Background: an optimization exercise with open tools, aiming at small area, a short achievable clock period and few clock cycles. Do not read the settings as production practice.
No functional check of the RTL was part of any run shown here.
No activity file was given, so power comes from the tool's default toggle rates.

## config.mk

```make
export PLATFORM = sky130hd
export DESIGN_NAME = zhxpu_core
export DESIGN_NICKNAME = zhxpu_core
export VERILOG_FILES = /design/flow/design.v
export SDC_FILE = /design/flow/constraint.sdc
export NUM_CORES = 4
export LEC_CHECK = 0
export ABC_AREA = 1
export CAP_MARGIN = 20
export CORE_MARGIN = 2
export CORE_UTILIZATION = 60
export CTS_BUF_LIST = sky130_fd_sc_hd__clkbuf_8
export SETUP_SLACK_MARGIN = 5
export SLEW_MARGIN = 20
export TNS_END_PERCENT = 10
```

## constraint.sdc

```tcl
create_clock -name core_clock -period 9.0 [get_ports {clk}]
set_input_delay 1.8000 -clock core_clock [delete_from_list [all_inputs] [get_ports {clk}]]
set_output_delay 1.8000 -clock core_clock [all_outputs]
set_load 0.01 [all_outputs]
```

## design.v

```verilog
`timescale 1ns / 1ps
module zhxpu_core(
	input clk,
	input rst,
	output wire [15:0] imem_addr,
	input [15:0] imem_rdata,
	input imem_ready,
	output wire [15:0] dmem_addr,
	output wire [15:0] dmem_wdata,
	output wire dmem_we,
	output wire dmem_re,
	input [15:0] dmem_rdata,
	input dmem_ready
);
	reg [15:0] pc;           
	reg [15:0] ir;           
	reg ir_sp, ir_ih, ir_ra;  
	reg [15:0] pre;          
	reg [15:0] gpr [0:7];
	reg [15:0] sp, ih, ra;
	reg t;
	reg [15:0] ex_a, ex_b;   
	reg ex_cin;
	reg ex_and, ex_or, ex_shl, ex_sh, ex_arith;
	reg ex_ld, ex_st, ex_cmp, ex_wr, ex_br;
	reg [3:0] ex_dst;        
	wire ex_mem = ex_ld | ex_st;
	wire hold = !imem_ready || (ex_mem && !dmem_ready);
	wire [15:0] sum;
	zx_add16 u_alu_add(.a(ex_a), .b(ex_b), .cin(ex_cin), .s(sum));
	wire [15:0] add_p = ex_a ^ ex_b;
	wire [15:0] add_k = {ex_a[14:0] | ex_b[14:0], ex_cin};
	wire add_zero = &(add_p ~^ add_k);
	wire [15:0] b_rev;
	genvar gi;
	generate for (gi = 0; gi < 16; gi = gi + 1) begin : g_rev
		assign b_rev[gi] = ex_b[15 - gi];
	end endgenerate
	wire [15:0] sh_in = ex_shl ? b_rev : ex_b;
	wire fill = ex_arith & ex_b[15];
	wire big = |ex_a[15:4];
	wire [15:0] sh1 = ex_a[0] ? {fill, sh_in[15:1]} : sh_in;
	wire [15:0] sh2 = ex_a[1] ? {{2{fill}}, sh1[15:2]} : sh1;
	wire [15:0] sh4 = ex_a[2] ? {{4{fill}}, sh2[15:4]} : sh2;
	wire [15:0] sh8 = ex_a[3] ? {{8{fill}}, sh4[15:8]} : sh4;
	wire [15:0] shr = big ? {16{fill}} : sh8;
	wire [15:0] shr_rev;
	generate for (gi = 0; gi < 16; gi = gi + 1) begin : g_rev2
		assign shr_rev[gi] = shr[15 - gi];
	end endgenerate
	wire ex_add = !(ex_ld | ex_and | ex_or | ex_sh);
	wire [15:0] oth = ({16{ex_ld}} & dmem_rdata) | ({16{ex_and}} & (ex_a & ex_b))
		| ({16{ex_or}} & (ex_a | ex_b)) | ({16{ex_sh & ex_shl}} & shr_rev)
		| ({16{ex_sh & !ex_shl}} & shr);
	wire [15:0] ex_res = ex_add ? sum : oth;
	wire ex_zero = ex_add ? add_zero : ~|oth;
	wire ex_t = !add_zero;   
	assign dmem_addr = ex_a;
	assign dmem_wdata = ex_b;
	assign dmem_we = ex_st;
	assign dmem_re = ex_ld;
	always @(posedge clk) begin
		if (!hold) begin
			if (ex_wr) begin
				case (ex_dst)
					4'd8: sp <= ex_res;
					4'd9: ih <= ex_res;
					4'd10: ra <= ex_res;
					default: gpr[ex_dst[2:0]] <= ex_res;
				endcase
			end
			if (ex_cmp) t <= ex_t;
		end
	end
	wire [4:0] op = ir[15:11];
	wire [2:0] rx = ir[10:8];
	wire [2:0] ry = ir[7:5];
	wire [2:0] rz = ir[4:2];
	wire i_addiu, i_addiu3, i_addsp, i_bteqz, i_btnez, i_mtsp, g_11100, i_subu, i_and, i_or, i_cmp, i_srav, i_mfpc, i_jalr, i_jrra, i_jr, i_b, i_beqz, i_bnez, i_li, i_move, i_lw, i_lwsp, i_sw, i_swsp, i_mfih, i_mtih, g_shift;
	zx_dec u_dec(.w(ir),
		.i_addiu(i_addiu),
		.i_addiu3(i_addiu3),
		.i_addsp(i_addsp),
		.i_bteqz(i_bteqz),
		.i_btnez(i_btnez),
		.i_mtsp(i_mtsp),
		.g_11100(g_11100),
		.i_subu(i_subu),
		.i_and(i_and),
		.i_or(i_or),
		.i_cmp(i_cmp),
		.i_srav(i_srav),
		.i_mfpc(i_mfpc),
		.i_jalr(i_jalr),
		.i_jrra(i_jrra),
		.i_jr(i_jr),
		.i_b(i_b),
		.i_beqz(i_beqz),
		.i_bnez(i_bnez),
		.i_li(i_li),
		.i_move(i_move),
		.i_lw(i_lw),
		.i_lwsp(i_lwsp),
		.i_sw(i_sw),
		.i_swsp(i_swsp),
		.i_mfih(i_mfih),
		.i_mtih(i_mtih),
		.g_shift(g_shift));
	wire use_sp = ir_sp;
	wire i_mem = i_lw | i_lwsp | i_sw | i_swsp;
	wire br_jump = i_jr | i_jalr | i_jrra;
	wire d_br = i_b | i_beqz | i_bnez | i_bteqz | i_btnez | br_jump;
	wire p_mem = pre[15], p_dbr = pre[14], p_mfpc = pre[13], p_s1a = pre[12], p_shift = pre[11];
	wire p_s2b = pre[10], p_s2nb = pre[9], p_s2i8 = pre[8], p_s2i4 = pre[7], p_s2z8 = pre[6];
	wire p_brrel = pre[5], p_off5 = pre[4], p_b = pre[3], p_swsp = pre[2], p_brz = pre[1];
	wire ir_spec = ir_sp | ir_ih | ir_ra;
	wire [2:0] b_idx = p_swsp ? rx : ry;
	reg [15:0] a_gpr, b_reg;
	integer ri;
	always @(*) begin
		a_gpr = 16'b0;
		b_reg = 16'b0;
		for (ri = 0; ri < 8; ri = ri + 1) begin
			a_gpr = a_gpr | (gpr[ri] & {16{rx == ri}});
			b_reg = b_reg | (gpr[ri] & {16{b_idx == ri}});
		end
	end
	wire [15:0] a_reg = ({16{!ir_spec}} & a_gpr) | ({16{ir_sp}} & sp) | ({16{ir_ih}} & ih) | ({16{ir_ra}} & ra);
	wire ex_wr_gpr = ex_wr && !ex_dst[3];
	wire fwd_a = ir_sp ? (ex_wr && ex_dst == 4'd8) :
		ir_ih ? (ex_wr && ex_dst == 4'd9) :
		ir_ra ? (ex_wr && ex_dst == 4'd10) :
		(ex_wr_gpr && ex_dst[2:0] == rx);
	wire fwd_b = ex_wr_gpr && ex_dst[2:0] == b_idx;
	wire [15:0] a_val = fwd_a ? ex_res : a_reg;
	wire [15:0] b_val = fwd_b ? ex_res : b_reg;
	wire t_val = ex_cmp ? ex_t : t;
	wire [15:0] sext8 = {{8{ir[7]}}, ir[7:0]};
	wire [15:0] sext4 = {{12{ir[3]}}, ir[3:0]};
	wire [15:0] sext5 = {{11{ir[4]}}, ir[4:0]};
	wire [15:0] sext11 = {{5{ir[10]}}, ir[10:0]};
	wire [3:0] shamt = (ir[4:2] == 3'b000) ? 4'd8 : {1'b0, ir[4:2]};
	wire [15:0] tgt_base = p_brrel ? pc : a_reg;
	wire [15:0] tgt_off = ({16{p_b}} & sext11) | ({16{p_off5}} & sext5) | ({16{!p_b & !p_off5}} & sext8);
	wire [15:0] agu;
	zx_add16 u_agu(.a(tgt_base), .b(tgt_off), .cin(1'b0), .s(agu));
	wire ex_slow = ex_sh | ex_ld;
	wire stall = fwd_a && (p_mem || (p_brz && ex_slow));
	wire a_zero = fwd_a ? ex_zero : (a_reg == 16'b0);
	wire taken = i_b | (i_beqz & a_zero) | (i_bnez & !a_zero)
		| (i_bteqz & !t_val) | (i_btnez & t_val) | br_jump;
	wire [15:0] br_target = agu;
	wire [15:0] pc_inc = pc + 16'd1;
	wire [15:0] br_dest = br_jump ? a_val : br_target;
	wire [15:0] pc_next = taken ? br_dest : pc_inc;
	wire i_addu_subu = g_11100;
	wire s1_a = p_s1a;
	wire s1_agu = p_mem;
	wire s1_pc = p_dbr | (p_mfpc & !ex_br);
	wire s1_exa = p_mfpc & ex_br;
	wire s1_sh = p_shift;
	wire s2_b = p_s2b;
	wire s2_nb = p_s2nb;
	wire s2_i8 = p_s2i8;
	wire s2_i4 = p_s2i4;
	wire s2_z8 = p_s2z8;
	wire [15:0] op1 = ({16{s1_a}} & a_val) | ({16{s1_agu}} & agu) | ({16{s1_pc}} & pc)
		| ({16{s1_exa}} & ex_a) | ({12'b0, {4{s1_sh}} & shamt});
	wire [15:0] op2 = ({16{s2_b}} & b_val) | ({16{s2_nb}} & ~b_val) | ({16{s2_i8}} & sext8)
		| ({16{s2_i4}} & sext4) | ({8'b0, {8{s2_z8}} & ir[7:0]});
	wire d_cin = s2_nb | s1_exa;
	wire d_and = i_and;
	wire d_or = i_or;
	wire d_sh = i_srav | g_shift;
	wire d_shl = g_shift & !ir[1];
	wire d_arith = i_srav | (g_shift & ir[0]);
	wire d_ld = i_lw | i_lwsp;
	wire d_st = i_sw | i_swsp;
	wire d_cmp = i_cmp;
	wire d_wr = i_addiu | i_addiu3 | i_addsp | i_mtsp | g_11100 | i_and | i_or | i_srav
		| g_shift | i_mfpc | i_jalr | i_li | i_move | i_mfih | i_mtih | i_lw | i_lwsp;
	reg [3:0] d_dst;
	always @(*) begin
		if (i_addsp | i_mtsp) d_dst = 4'd8;
		else if (i_mtih) d_dst = 4'd9;
		else if (i_jalr) d_dst = 4'd10;
		else if (i_addiu3 | i_srav | i_lw) d_dst = {1'b0, ry};
		else if (g_11100) d_dst = {1'b0, rz};
		else d_dst = {1'b0, rx};
	end
	wire f_i_addiu, f_i_addiu3, f_i_addsp, f_i_bteqz, f_i_btnez, f_i_mtsp, f_g_11100, f_i_subu, f_i_and, f_i_or, f_i_cmp, f_i_srav, f_i_mfpc, f_i_jalr, f_i_jrra, f_i_jr, f_i_b, f_i_beqz, f_i_bnez, f_i_li, f_i_move, f_i_lw, f_i_lwsp, f_i_sw, f_i_swsp, f_i_mfih, f_i_mtih, f_g_shift;
	zx_dec u_fdec(.w(imem_rdata),
		.i_addiu(f_i_addiu),
		.i_addiu3(f_i_addiu3),
		.i_addsp(f_i_addsp),
		.i_bteqz(f_i_bteqz),
		.i_btnez(f_i_btnez),
		.i_mtsp(f_i_mtsp),
		.g_11100(f_g_11100),
		.i_subu(f_i_subu),
		.i_and(f_i_and),
		.i_or(f_i_or),
		.i_cmp(f_i_cmp),
		.i_srav(f_i_srav),
		.i_mfpc(f_i_mfpc),
		.i_jalr(f_i_jalr),
		.i_jrra(f_i_jrra),
		.i_jr(f_i_jr),
		.i_b(f_i_b),
		.i_beqz(f_i_beqz),
		.i_bnez(f_i_bnez),
		.i_li(f_i_li),
		.i_move(f_i_move),
		.i_lw(f_i_lw),
		.i_lwsp(f_i_lwsp),
		.i_sw(f_i_sw),
		.i_swsp(f_i_swsp),
		.i_mfih(f_i_mfih),
		.i_mtih(f_i_mtih),
		.g_shift(f_g_shift));
	wire f_mem = f_i_lw | f_i_lwsp | f_i_sw | f_i_swsp;
	wire f_jump = f_i_jr | f_i_jalr | f_i_jrra;
	wire f_brrel = f_i_b | f_i_beqz | f_i_bnez | f_i_bteqz | f_i_btnez;
	wire f_s1a = f_i_addiu | f_i_addiu3 | f_i_addsp | f_g_11100 | f_i_and | f_i_or | f_i_cmp | f_i_srav
		| f_i_mfih | f_i_mtih;
	wire f_s2b = f_i_mtsp | (f_g_11100 & !f_i_subu) | f_i_and | f_i_or | f_i_srav | f_g_shift | f_i_move
		| f_i_sw | f_i_swsp;
	wire [15:0] f_pre = {f_mem, f_brrel | f_jump, f_i_mfpc, f_s1a, f_g_shift, f_s2b, f_i_subu | f_i_cmp,
		f_i_addiu | f_i_addsp, f_i_addiu3, f_i_li, f_brrel, f_i_lw | f_i_sw, f_i_b, f_i_swsp,
		f_i_beqz | f_i_bnez | f_jump, 1'b0};
	wire f_sp = f_i_addsp | f_i_lwsp | f_i_swsp;
	wire f_ih = f_i_mfih;
	wire f_ra = f_i_jrra;
	assign imem_addr = pc;
	always @(posedge clk) begin
		if (!rst) begin
			pc <= 16'b0;
			ir <= 16'b0;
			ir_sp <= 1'b0; ir_ih <= 1'b0; ir_ra <= 1'b0;
			pre <= 16'b0;
		end else if (!hold && !stall) begin
			pre <= f_pre;
			pc <= pc_next;
			ir <= imem_rdata;
			ir_sp <= f_sp; ir_ih <= f_ih; ir_ra <= f_ra;
		end
	end
	always @(posedge clk) begin
		if (!rst) begin
			ex_ld <= 1'b0; ex_st <= 1'b0; ex_cmp <= 1'b0; ex_wr <= 1'b0;
			ex_br <= 1'b0;
		end else if (!hold) begin
			ex_ld <= d_ld & !stall;
			ex_st <= d_st & !stall;
			ex_cmp <= d_cmp & !stall;
			ex_wr <= d_wr & !stall;
			ex_br <= d_br & !stall;
		end
	end
	always @(posedge clk) begin
		if (!hold) begin
			ex_a <= op1; ex_b <= op2; ex_cin <= d_cin;
			ex_and <= d_and; ex_or <= d_or; ex_shl <= d_shl;
			ex_sh <= d_sh; ex_arith <= d_arith; ex_dst <= d_dst;
		end
	end
endmodule
module zx_add16(
	input [15:0] a,
	input [15:0] b,
	input cin,
	output [15:0] s
);
	wire [15:0] p = a ^ b;
	wire [15:0] g0 = a & b;
	wire [15:0] g = {g0[15:1], g0[0] | (p[0] & cin)};
	wire [15:0] g1, p1, g2, p2, g3, p3, g4, p4;
	genvar i;
	generate for (i = 0; i < 16; i = i + 1) begin : lvl
		if (i % 2 == 1) begin
			assign g1[i] = g[i] | (p[i] & g[i - 1]);
			assign p1[i] = p[i] & p[i - 1];
		end else begin
			assign g1[i] = g[i];
			assign p1[i] = p[i];
		end
		if (i % 4 >= 2) begin
			assign g2[i] = g1[i] | (p1[i] & g1[(i / 4) * 4 + 1]);
			assign p2[i] = p1[i] & p1[(i / 4) * 4 + 1];
		end else begin
			assign g2[i] = g1[i];
			assign p2[i] = p1[i];
		end
		if (i % 8 >= 4) begin
			assign g3[i] = g2[i] | (p2[i] & g2[(i / 8) * 8 + 3]);
			assign p3[i] = p2[i] & p2[(i / 8) * 8 + 3];
		end else begin
			assign g3[i] = g2[i];
			assign p3[i] = p2[i];
		end
		if (i >= 8) begin
			assign g4[i] = g3[i] | (p3[i] & g3[7]);
			assign p4[i] = p3[i] & p3[7];
		end else begin
			assign g4[i] = g3[i];
			assign p4[i] = p3[i];
		end
	end endgenerate
	assign s = p ^ {g4[14:0], cin};
endmodule
module zx_dec(
	input [15:0] w,
	output i_addiu,
	output i_addiu3,
	output i_addsp,
	output i_bteqz,
	output i_btnez,
	output i_mtsp,
	output g_11100,
	output i_subu,
	output i_and,
	output i_or,
	output i_cmp,
	output i_srav,
	output i_mfpc,
	output i_jalr,
	output i_jrra,
	output i_jr,
	output i_b,
	output i_beqz,
	output i_bnez,
	output i_li,
	output i_move,
	output i_lw,
	output i_lwsp,
	output i_sw,
	output i_swsp,
	output i_mfih,
	output i_mtih,
	output g_shift
);
	wire [4:0] op = w[15:11];
	wire [2:0] rx = w[10:8];
	wire [2:0] ry = w[7:5];
	wire [2:0] rz = w[4:2];
	wire [15:0] ir = w;
	assign i_addiu  = op == 5'b01001;
	assign i_addiu3 = op == 5'b01000;
	wire g_01100  = op == 5'b01100;
	assign i_addsp  = g_01100 && rx == 3'b011;
	assign i_bteqz  = g_01100 && rx == 3'b000;
	assign i_btnez  = g_01100 && rx == 3'b001;
	assign i_mtsp   = g_01100 && rx == 3'b100;
	assign g_11100  = op == 5'b11100;        
	assign i_subu   = g_11100 && ir[1];
	wire g_11101  = op == 5'b11101;
	assign i_and    = g_11101 && ir[4:0] == 5'b01100;
	assign i_or     = g_11101 && ir[4:0] == 5'b01101;
	assign i_cmp    = g_11101 && ir[4:0] == 5'b01010;
	assign i_srav   = g_11101 && ir[4:0] == 5'b00111;
	wire g_jmp    = g_11101 && ir[4:0] == 5'b00000;
	assign i_mfpc   = g_jmp && ry == 3'b010;
	assign i_jalr   = g_jmp && ry == 3'b110;
	assign i_jrra   = g_jmp && ry == 3'b001;
	assign i_jr     = g_jmp && ry == 3'b000;
	assign i_b      = op == 5'b00010;
	assign i_beqz   = op == 5'b00100;
	assign i_bnez   = op == 5'b00101;
	assign i_li     = op == 5'b01101;
	assign i_move   = op == 5'b01111;
	assign i_lw     = op == 5'b10011;
	assign i_lwsp   = op == 5'b10010;
	assign i_sw     = op == 5'b11011;
	assign i_swsp   = op == 5'b11010;
	wire g_11110  = op == 5'b11110;
	assign i_mfih   = g_11110 && !ir[0];
	assign i_mtih   = g_11110 && ir[0];
	assign g_shift  = op == 5'b00110;        
endmodule
```

## run.sh

```bash
#!/bin/bash
# synth_recipe.tcl (not shown) runs the flow's synth.tcl, then flattens the netlist and writes it again
# the make line also repeats each setting of config.mk as NAME=value (left out here)
make -C /OpenROAD-flow-scripts/flow DESIGN_CONFIG=/design/flow/config.mk WORK_HOME=/design/flow/orfs CLKGATE_MAP_FILE= SYNTH_SCRIPT=/design/flow/synth_recipe.tcl finish
```

==> results_dict.tcl, run 1 <==
set metrics [dict create \
    outcome "timing/DRC/antenna clean" \
    arrival_ns 4.51 \
    antenna_cells_inserted 0 \
    rsz0062_at_grt "true" \
    pwr-share-seq_pct 42.9 \
    route.vias.total 17700 \
    syn-mean-instance-area_um2 7.97 \
    clock_insertion_delay_worst_skew_ns 0.63 \
    tritoncts "yes" \
    pwr_density_cell_nw_per_um2 173 \
    dpl-instance-area_um2 18200 \
    numCtsBuffers 46 \
    initial_drt_pass_iterations 8 \
    irDropWorstVdd_mv 0.143 \
    critical_path.startpoint_type "register" \
    port-buffer-count 85 \
    postSynthNetCount 2234 \
    mostFrequentLayoutCell "nand2_1" \
    grt_pass1_vias 16100 \
    power_frac_clock_pct 32.2 \
    route.detailed.wl_per_inst_um 23.5 \
    worstMarginPinSlew_ns 1.19 \
    synth-edff-count 219 \
    die_span_in_x_um 173 \
    die_height_um 173 \
    power.share.combinational_pct 24.8 \
    ctsHtreeMaxLevel 2 \
    cts-root-to-sink-buffers 3 \
    grt_max_degree 63 \
    worst_slew_margin_rel_pct 20.5 \
    critPathMaxFanout 5 \
    dieArea_um2 29800 \
    drt_iter0_drc 3176 \
    asyncSetResetFlopFracSynth_pct 0 \
    crit_type "register to register" \
    cts.hold.buffers_added 0 \
    grt_overflow_total 0 \
    post-dp-hpwl_um 44300 \
    synthCells 2142 \
    routabilityCongestion 1.05 \
    p_int_w 0.00232 \
    hp-class "register to register" \
    area_delta_synth_final_pct 18.0 \
    drcViolationCount 0 \
    power_leakage_nw 8.33 \
    design_area_um2 20100 \
    postSynthRegisterBits 274 \
    setup_viol_count_final 0 \
    grt_antenna_before_repair 0 \
    clock_sink_count 274 \
    cap_viol_max_count 0 \
    power.net_switching_w 0.00117 \
    finish.cell_count_without_fillers 2695 \
    netlist_area_um2 17100 \
    layout_common_cells "444 x nand2_1, 289 x inv_1, 219 x edfxtp_1" \
    holdWs_ns 0.496 \
    route.detailed.vias_per_inst 6.56 \
    slew_viol_final 0 \
    power.switching_fraction_pct 33.6 \
    drt_wl_total_um 63300 \
    ff2ff_path_depth 24 \
    share_of_the_cycle_needed_by_the_critical_path_after_routing_pct 46.8 \
    std_cell_rows 61 \
    period_needed_ns 4.21 \
    dominantRegCellSynth "edfxtp_1" \
    yosysWarnings 1 \
    route.antenna.remaining_nets 0 \
    finalClockSkew_ns 0.0700 \
    finalHoldViolCount 0 \
    track_usage_pct 40.3 \
    design.core.area_um2 27900 \
    timing.critical_path.to_type "register" \
    design.portCount 86 \
    holdPathStages 2 \
    clock_slew_seen_by_the_registers_of_the_worst_setup_and_hold_paths_ns 0.06 \
    sequential_element_share_of_the_synthesized_area_pct 45.0 \
    cts.root.buffer_cell "clkbuf_8" \
    nNetsFinal 2376 \
    start_util_pct 61.1 \
    synth_cell_type_count 55 \
    worst_ep_required_time_ns 9.29 \
    achievable-frequency_mhz 237 \
    global_route_wire_length_before_repair_um 92600 \
    place.detailed.instances 2541 \
    drive_gt1_share_pct 12.5 \
    timing.setup.tns_ns 0 \
    fin_util_pct 72.1 \
]
## through the flow
step                total power [W]  setup WS (ns)
floorplan                   0.00198           4.91
global placement            0.00225           3.96
detailed placement          0.00226           4.14
CTS                         0.00339           4.94
global route                0.00360           4.71
finish                      0.00349           4.79
## Yosys cell counts (all sizes together) (9+ instances only)
master	count	area, um^2
o22ai	63	394
xor2	21	184
fa	9	180
nor2	164	623
o221ai	15	131
a22oi	11	82.6
xnor2	13	114
inv	298	1120
buf	39	244
or2	19	119
o21ai	116	588
a31oi	11	68.8
clkbuf	48	180
nand3	223	1150
nor4	14	87.6
a21oi	134	674
edfxtp	219	6580
nand2	464	1750
dfxtp	55	1100
nor3	34	180
nand4	43	269
ha	47	588
a221oi	15	131
o211ai	20	150
## sequential cells by signal, indices dropped and copies added, names as in the netlist, 4 cells and up
signal	cells
ex_a	16
ex_b	16
ex_dst	4
gpr	128
ih	16
ir	16
pc	16
pre	15
ra	16
sp	16
## power by group through the flow
| stage | clock [W] | combinational, W | sequential, W |
|---|---|---|---|
| global route | 0.00118 | 0.000924 | 0.00150 |
| floorplan | 0 | 0.000486 | 0.00149 |
| global placement | 0 | 0.000727 | 0.00152 |
| finish | 0.00112 | 0.000866 | 0.00150 |
| detailed placement | 0 | 0.000734 | 0.00152 |
| CTS | 0.00112 | 0.000773 | 0.00149 |
## kinds of logic (layout without fill, tap and decap cells)
logic type	Yosys count	after routing	share of synthesized area [%]
multiplexers	2	2	0.117
XOR/XNOR	34	34	1.74
AND/OR/NAND/NOR	966	966	24.7
flip-flops	274	274	45.0
AO/OA/AOI/OAI	422	422	14.8
adder cells (fa/ha/maj)	56	56	4.50
buffers and inverters	388	563	9.11
## final timing paths
| kind | from | end | slack, ns |
|---|---|---|---|
| setup / recovery | ir[9] | ex_a[8] | 4.79 |
| hold / removal | pre[6] | pre[6] | 0.50 |
| setup reg to reg | ir[9] | ex_a[8] | 4.79 |
| hold reg to reg | pre[6] | pre[6] | 0.50 |
## critical path, stage by stage, from the launching register on
cell and delay, ns:
dfxtp_4 0.42, buf_6 0.12, nor2_4 0.05, nand2_4 0.11, buf_12 0.13, o22ai_2 0.06, a21oi_1 0.18, nand3_2 0.12
nand2_2 0.09, nand4_1 0.19, nand2_1 0.14, o21ai_1 0.08, ha_1 0.35, nand2_1 0.09, o21ai_2 0.17, nand3_2 0.09
nand2_2 0.09, a21o_1 0.14, nand2_1 0.07, nand2_2 0.12, inv_2 0.07, fa_2 0.57, o21ai_0 0.10, a21oi_1 0.23
o21ai_1 0.10
## timing repair
item,4_1_cts,5_1_grt
setup buffers,40,31
cloned,0,1
setup endpoints to repair,133,73
pin swaps,8,40
resized for setup,43,94
## final cells by class
cell class / instances / area [um^2]
flip-flops and latches: 274 / 7690
repair inverters: 1 / 5.00
inverters: 301 / 1180
clock inverters: 34 / 258
fillers: 2248 / 7790
repair buffers: 180 / 1650
multi-input cells: 1480 / 8230
clock buffers: 47 / 647
well taps: 378 / 473
## metal layers
metal	global-route usage, %	wire length, um	vias up
li1	-	-	7693
met1	53.4	22300	8074
met2	60.8	27300	1550
met3	11.0	9670	362
met4	21.3	3980	0
met5	0	0	-
==> run 2: changes to the inputs <==
--- a/design.v
+++ b/design.v
@@ -273,38 +273,6 @@
 );
-	wire [15:0] p = a ^ b;
-	wire [15:0] g0 = a & b;
-	wire [15:0] g = {g0[15:1], g0[0] | (p[0] & cin)};
-	wire [15:0] g1, p1, g2, p2, g3, p3, g4, p4;
-	genvar i;
-	generate for (i = 0; i < 16; i = i + 1) begin : lvl
-		if (i % 2 == 1) begin
-			assign g1[i] = g[i] | (p[i] & g[i - 1]);
-			assign p1[i] = p[i] & p[i - 1];
-		end else begin
-			assign g1[i] = g[i];
-			assign p1[i] = p[i];
-		end
-		if (i % 4 >= 2) begin
-			assign g2[i] = g1[i] | (p1[i] & g1[(i / 4) * 4 + 1]);
-			assign p2[i] = p1[i] & p1[(i / 4) * 4 + 1];
-		end else begin
-			assign g2[i] = g1[i];
-			assign p2[i] = p1[i];
-		end
-		if (i % 8 >= 4) begin
-			assign g3[i] = g2[i] | (p2[i] & g2[(i / 8) * 8 + 3]);
-			assign p3[i] = p2[i] & p2[(i / 8) * 8 + 3];
-		end else begin
-			assign g3[i] = g2[i];
-			assign p3[i] = p2[i];
-		end
-		if (i >= 8) begin
-			assign g4[i] = g3[i] | (p3[i] & g3[7]);
-			assign p4[i] = p3[i] & p3[7];
-		end else begin
-			assign g4[i] = g3[i];
-			assign p4[i] = p3[i];
-		end
-	end endgenerate
-	assign s = p ^ {g4[14:0], cin};
+	wire [8:0] lo = {1'b0, a[7:0]} + {1'b0, b[7:0]} + {8'b0, cin};
+	wire [7:0] hi0 = a[15:8] + b[15:8];
+	wire [7:0] hi1 = a[15:8] + b[15:8] + 8'd1;
+	assign s = {lo[8] ? hi1 : hi0, lo[7:0]};
 endmodule
==> run 2 against run 1 <==
Still clean on timing, DRC and antenna. Hold slack got worse by 0.014 ns. Utilization fell by 0.32 points. Sequential share of layout area up 0.066 points. Largest cell class unchanged. Largest power group unchanged.
==> results_dict.tcl, run 2 <==
set metrics [dict create \
    route.detailed.wl_per_inst_um 23.5 \
    design.core.area_um2 28000 \
    finalClockSkew_ns 0.0685 \
    grt_pass1_vias 16200 \
    timing.critical_path.to_type "register" \
    p_int_w 0.00230 \
    fin_util_pct 71.8 \
    cts.root.buffer_cell "clkbuf_8" \
    slew_viol_final 0 \
    die_span_in_x_um 173 \
    power.switching_fraction_pct 35.0 \
    crit_type "register to register" \
    area_delta_synth_final_pct 17.0 \
    outcome "timing/DRC/antenna clean" \
    postSynthNetCount 2233 \
    initial_drt_pass_iterations 6 \
    syn-mean-instance-area_um2 8.03 \
    mostFrequentLayoutCell "nand2_1" \
    clock_slew_seen_by_the_registers_of_the_worst_setup_and_hold_paths_ns 0.07 \
    synth_cell_type_count 63 \
    critPathSlowestCell "nand3_1" \
    dieArea_um2 30000 \
    power_frac_clock_pct 29.3 \
    die_height_um 173 \
    numCtsBuffers 45 \
    design.portCount 86 \
    yosysMostFrequentCell "nand2_1" \
    cap_viol_max_count 0 \
    drt_iter0_drc 3019 \
    clock_insertion_delay_worst_skew_ns 0.62 \
    worstMarginPinSlew_ns 1.10 \
    drcViolationCount 0 \
    yosysWarnings 1 \
    power.share.combinational_pct 27.9 \
    pwr-share-seq_pct 42.9 \
    power.net_switching_w 0.00124 \
    netlist_top_cells_count "464 x nand2_1, 267 x inv_1, 219 x edfxtp_1" \
    grt_overflow_total 0 \
    sequential_element_share_of_the_synthesized_area_pct 44.7 \
    cts-root-to-sink-buffers 3 \
    grt_antenna_before_repair 1 \
    route.antenna.remaining_nets 0 \
    synthCells 2141 \
    routabilityCongestion 1.01 \
    area_share_of_the_leading_cell_type_in_the_synthesized_netlist_pct 38.3 \
    critPathMaxFanout 16 \
    asyncSetResetFlopFracSynth_pct 0 \
    route.vias.total 17500 \
    worstPathCellList "inv_1 > o21ai_2 > clkinv_1 > nand3_1 > o22ai_1 > a311oi_1 > a41oi_1 > nand2_1 > o221ai_1" \
    worst_slew_margin_rel_pct 25.9 \
    drive_gt1_share_pct 11.0 \
    fin_total_pwr_w 0.00354 \
    pwr_density_cell_nw_per_um2 176 \
    antenna_cells_inserted 0 \
    irDropWorstVdd_mv 0.185 \
    achievable-frequency_mhz 242 \
    share_of_the_cycle_needed_by_the_critical_path_after_routing_pct 45.9 \
    worst_ep_required_time_ns 9.23 \
    tritoncts "yes" \
    layout_common_cells "452 x nand2_1, 273 x inv_1, 219 x edfxtp_1" \
    critical_path.startpoint_type "register" \
    std_cell_rows 61 \
    dominantRegCellSynth "edfxtp_1" \
    arrival_ns 4.36 \
    track_usage_pct 40.7 \
    drt_wl_total_um 63200 \
    port-buffer-count 85 \
    nNetsFinal 2375 \
    rsz0062_at_grt "true" \
    post-dp-hpwl_um 44000 \
    synth.top_cells.by_area "edfxtp_1 38%, nand2_1 10%, dfxtp_1 6.4%, nand3_1 5.9%, inv_1 5.8%" \
    max_stage_delay_ns 0.88 \
    route.detailed.vias_per_inst 6.50 \
    period_needed_ns 4.13 \
    holdWs_ns 0.482 \
    netlist_area_um2 17200 \
    timing.setup.tns_ns 0 \
    clock_sink_count 274 \
    start_util_pct 61.4 \
    ctsHtreeMaxLevel 2 \
    global_route_wire_length_before_repair_um 93600 \
    finalHoldViolCount 0 \
    synth-edff-count 219 \
    largest_register_ffs 128 \
    setup_viol_count_final 0 \
    power_leakage_nw 8.22 \
    synth_area_leader_cell "edfxtp_1" \
    postSynthRegisterBits 274 \
    grt_max_degree 59 \
    hp-class "register to register" \
    nFillCells 2243 \
]
-- run 2: changes by cell type after synthesis, moves of 6 or more --
cell	before	now
o2111ai_1	8	22
o22ai_1	63	56
a21oi_1	133	139
clkbuf_1	48	58
inv_1	289	267
or2_2	18	10
nand3_1	216	203
o21ai_0	102	118
nand4_1	43	37
xor2_1	21	38
-- run 2: worst max-delay path, delay by kind of cell, from the launching register on --
| family | cells | cell delay, ns |
|---|---|---|
| compound gates | 5 | 1.56 |
| buf+inv | 2 | 0.73 |
| flops | 1 | 0.43 |
| simple gates | 2 | 1.03 |
-- run 2: what timing repair did --
action	4_1_cts	5_1_grt
hold buffers	0	0
pin swaps	10	31
setup buffers	30	39
setup endpoints to repair	103	46
gates resized for setup	45	60
-- run 2: metal layers --
layer	global-route usage [%]	routed length, um	up-vias
met5	0	13	-
met4	22.5	4630	2
met3	9.34	9130	359
met2	60.9	26700	1504
met1	55.1	22700	7920
li1	-	-	7713
-- run 2: cell families (layout without fill, tap and decap cells) --
group | Yosys count | after routing | synth area share [%]
AO/OA/AOI/OAI | 448 | 448 | 15.9
XOR/XNOR | 52 | 52 | 2.65
adder cells (fa/ha/maj) | 56 | 56 | 4.34
buffers and inverters | 371 | 545 | 8.50
flip-flops | 274 | 274 | 44.7
multiplexers | 3 | 3 | 0.175
AND/OR/NAND/NOR | 937 | 937 | 23.8
-- run 2: final timing paths --
kind	slack (ns)	cells after the start	endpoint	from
setup / recovery	4.87	9	ex_b[0]	ir[7]
hold reg to reg	0.48	2	pre[13]	pre[13]
hold / removal	0.48	2	pre[13]	pre[13]
setup reg to reg	4.87	9	ex_b[0]	ir[7]
-- run 2: power by group through the flow --
stage | logic (W) | clock network [W] | registers (W)
after floorplan | 0.000565 | 0 | 0.00151
after global placement | 0.000843 | 0 | 0.00154
after detailed placement | 0.000855 | 0 | 0.00155
after CTS | 0.000895 | 0.00103 | 0.00151
after global routing | 0.00106 | 0.00109 | 0.00152
final | 0.000988 | 0.00104 | 0.00152
-- run 2: metrics by stage --
step	worst slack, ns	area [um^2]	std cells
3_3_place_gp	3.75	18400	2544
5_1_grt	4.69	20100	2693
6_report	4.87	20100	2693
4_1_cts	4.92	19600	2653
2_1_floorplan	5.02	17200	2141
3_5_place_dp	3.63	18400	2544
-- run 2: final cells by class --
| cell class | count | area (um^2) | area share, % |
|---|---|---|---|
| clock inverters | 33 | 194 | 0.965 |
| flip-flops and latches | 274 | 7690 | 38.2 |
| clock buffers | 46 | 633 | 3.15 |
| inverters | 280 | 1100 | 5.49 |
| multi-input cells | 1496 | 8300 | 41.3 |
| repair buffers | 186 | 1710 | 8.51 |
| well taps | 378 | 473 | 2.35 |
==> run 3: changes to the inputs <==
==> flow/run.sh (new file) <==
#!/bin/bash
set -euo pipefail
bash standard.sh "BUFFER_PORTS_ARGS=-buffer_cell sky130_fd_sc_hd__buf_2" finish > standard_flow.log 2>&1
==> standard.sh (new file) <==
#!/bin/bash
# synth_recipe.tcl (not shown) runs the flow's synth.tcl, then flattens the netlist and writes it again
# the make line also repeats each setting of config.mk as NAME=value (left out here)
make -C /OpenROAD-flow-scripts/flow DESIGN_CONFIG=/design/flow/config.mk WORK_HOME=/design/flow/orfs CLKGATE_MAP_FILE= SYNTH_SCRIPT=/design/flow/synth_recipe.tcl "${@:-finish}"
removed: run.sh
==> run 3 against run 2 <==
Still clean on timing, DRC and antenna. Utilization shrank 0.27 points. Register-to-register slack worse by 0.02 ns. Synthesized cell count stayed put. Critical path depth unchanged. Die area is the same. Critical path type unchanged. Total power up 5.4%.
==> results_dict.tcl, run 3 <==
set metrics [dict create \
    die_height_um 173 \
    cp-endpoint "ex_b[4]" \
    synth_cell_type_count 63 \
    routabilityCongestion 1.03 \
    critPathMaxFanout 16 \
    grt_max_degree 58 \
    synth-edff-count 219 \
    route.vias.total 17700 \
    asyncSetResetFlopFracSynth_pct 0 \
    numCtsBuffers 47 \
    hp-class "register to register" \
    setup_viol_count_final 0 \
    tritoncts "yes" \
    holdWs_ns 0.476 \
    finalClockSkew_ns 0.0449 \
    timing.critical_path.to_type "register" \
    cts.root.buffer_cell "clkbuf_8" \
    postSynthNetCount 2233 \
    grt_overflow_total 0 \
    pwr-share-seq_pct 40.7 \
    rsz0062_at_grt "true" \
    regToRegStartpoint "ir[7]" \
    worstMarginPinSlew_ns 1.15 \
    nNetsFinal 2388 \
    initial_drt_pass_iterations 12 \
    irDropWorstVdd_mv 0.219 \
    ctsHtreeMaxLevel 2 \
    mostFrequentLayoutCell "nand2_1" \
    port-buffer-count 85 \
    clock_slew_seen_by_the_registers_of_the_worst_setup_and_hold_paths_ns 0.06 \
    outcome "timing/DRC/antenna clean" \
    arrival_ns 4.43 \
    design.portCount 86 \
    worst_slew_margin_rel_pct 23.3 \
    power.net_switching_w 0.00126 \
    clock_sink_count 274 \
    crit_type "register to register" \
    critical_path.startpoint_type "register" \
    cts.hold.buffers_added 0 \
    cp-startpoint "ir[7]" \
    route.antenna.remaining_nets 0 \
    sequential_element_share_of_the_synthesized_area_pct 44.7 \
    route.detailed.wl_per_inst_um 23.7 \
    netlist_area_um2 17200 \
    largest_register_ffs 128 \
    clock_insertion_delay_worst_skew_ns 0.61 \
    start_util_pct 61.4 \
    design.core.area_um2 28000 \
    synthCells 2141 \
    syn-mean-instance-area_um2 8.03 \
    period_needed_ns 4.15 \
    achievable-frequency_mhz 241 \
    grt_antenna_before_repair 0 \
    pwr_density_cell_nw_per_um2 186 \
    power.switching_fraction_pct 33.9 \
    yosysWarnings 1 \
    post-dp-hpwl_um 44400 \
    reg2reg_slack_ns 4.85 \
    cts-root-to-sink-buffers 3 \
    ff2ff_path_depth 9 \
    dieArea_um2 30000 \
    drt_iter0_drc 3442 \
    netlist_top_cells_count "464 x nand2_1, 267 x inv_1, 219 x edfxtp_1" \
    power.share.combinational_pct 26.1 \
    drt_wl_total_um 64100 \
    area_delta_synth_final_pct 16.5 \
    std_cell_rows 61 \
    area_share_of_the_leading_cell_type_in_the_synthesized_netlist_pct 38.3 \
    p_int_w 0.00247 \
    finalHoldViolCount 0 \
    dominantRegCellSynth "edfxtp_1" \
    drive_gt1_share_pct 15.8 \
    drcViolationCount 0 \
    power_frac_clock_pct 33.2 \
    timing.setup.tns_ns 0 \
    layout_common_cells "450 x nand2_1, 267 x inv_1, 219 x edfxtp_1" \
    die_span_in_x_um 173 \
    cap_viol_max_count 0 \
    route.detailed.vias_per_inst 6.52 \
    global_route_wire_length_before_repair_um 94900 \
    antenna_cells_inserted 0 \
    postSynthRegisterBits 274 \
    synth_area_leader_cell "edfxtp_1" \
    grt_pass1_vias 16100 \
    worst_ep_required_time_ns 9.29 \
    track_usage_pct 41.2 \
    yosysMostFrequentCell "nand2_1" \
    slew_viol_final 0 \
    power_leakage_nw 8.40 \
    share_of_the_cycle_needed_by_the_critical_path_after_routing_pct 46.1 \
    synth.top_cells.by_area "edfxtp_1 38%, nand2_1 10%, dfxtp_1 6.4%, nand3_1 5.9%, inv_1 5.8%" \
    worst_r2r_endpoint "ex_b[4]" \
]
-- run 3: cell counts after synthesis --
No cell type changed its count.
-- run 3: timing repair --
action	4_1_cts	5_1_grt
setup endpoints to repair	86	36
setup buffers	43	37
pin swaps	14	50
resized for setup	38	78
-- run 3: metal layers --
metal	share of wire (%)	wire [um]	global-route usage (%)	vias up
li1	-	-	-	7758
met1	36	23300	57.4	8077
met2	42	27000	60.1	1534
met3	15	9590	9.08	296
met4	6.6	4200	22.5	0
met5	0	0	0	-
-- run 3: kinds of logic (layout without fill, tap and decap cells) --
group	after synthesis	after routing	synth area share (%)
buf+inv	371	562	8.50
mux	3	3	0.175
flops	274	274	44.7
compound gates	448	448	15.9
fa+ha+maj	56	56	4.34
xor+xnor	52	52	2.65
simple gates	937	937	23.8
-- run 3: how the worst min path moves through the flow --
| stage | start | end | slack (ns) | depth (start not counted) |
|---|---|---|---|---|
| floorplan | pre[13] | pre[13] | 0.45 | 2 |
| global placement | pre[13] | pre[13] | 0.46 | 2 |
| detailed placement | pre[13] | pre[13] | 0.46 | 2 |
| CTS | pre[13] | pre[13] | 0.47 | 2 |
| global route | ex_cmp | ex_cmp | 0.51 | 2 |
| finish | pre[13] | pre[13] | 0.48 | 2 |
-- run 3: area by class of cell --
type                       count  area [um^2]
clock buffer                  50          688
tap                          378          473
sequential                   274         7690
inverter                     280         1100
fill                        2254         7980
multi-input combinational   1496         8360
clock inverter                35          328
timing repair buffer         197         1400
-- run 3: worst max-delay path, stage by stage (launching register included) --
cell and delay (ns):
dfxtp_1 0.42, inv_1 0.19, o21ai_2 0.55, clkinv_1 0.53, nand3_1 0.87, nor2_1 0.09, a21oi_1 0.17, o2111ai_1 0.13
o32ai_1 0.67, o2111ai_1 0.19
-- run 3: power groups by stage --
stage	Clock, W	Combinational (W)	Sequential, W
finish	0.00124	0.000977	0.00152
floorplan	0	0.000565	0.00151
CTS	0.00124	0.000876	0.00151
detailed placement	0	0.000830	0.00155
global placement	0	0.000821	0.00154
global route	0.00129	0.00105	0.00152
-- run 3: stage by stage --
stage | utilization, % | cell area (um^2) | power (W) | instances | worst slack, ns
after floorplan | - | 17200 | 0.00208 | 2141 | 5.02
after global placement | 64.0 | 17900 | 0.00237 | 2544 | 4.30
after detailed placement | 64.0 | 17900 | 0.00238 | 2544 | 4.07
after CTS | 69.3 | 19400 | 0.00363 | 2672 | 5.01
after global routing | 71.5 | 20000 | 0.00386 | 2710 | 4.72
final | 71.5 | 20000 | 0.00374 | 2710 | 4.85

-- afterwards: timing with drivers on the ports --
No port has a modelled driver above. Below, the same layouts with a new extraction and two added sets of constraints. Step 1: set_driving_cell puts a clkbuf_16 on clk and a buf_2 on each other input, an assumption about the parent block. Step 2 also shifts input and output timing later by t, the mid clock arrival at the registers, as if the neighbouring blocks saw the same clock. Three values: ideal, step 1, step 2; two values: the first two.
| run | shift t [ns] | setup slack, ns | latest minus earliest clock arrival (ns) |
|---|---|---|---|
| run 1 | 0.647 | 4.789 / 4.789 / 4.366 | 0.070 / 0.071 |
| run 2 | 0.630 | 4.870 / 4.870 / 4.356 | 0.069 / 0.068 |
| run 3 | 0.633 | 4.853 / 4.853 / 4.682 | 0.045 / 0.045 |
After both steps every run listed still meets setup and hold. The setup slack of run 2, which loses most, moves by 0.000 ns with the drivers and by -0.514 ns with both steps.
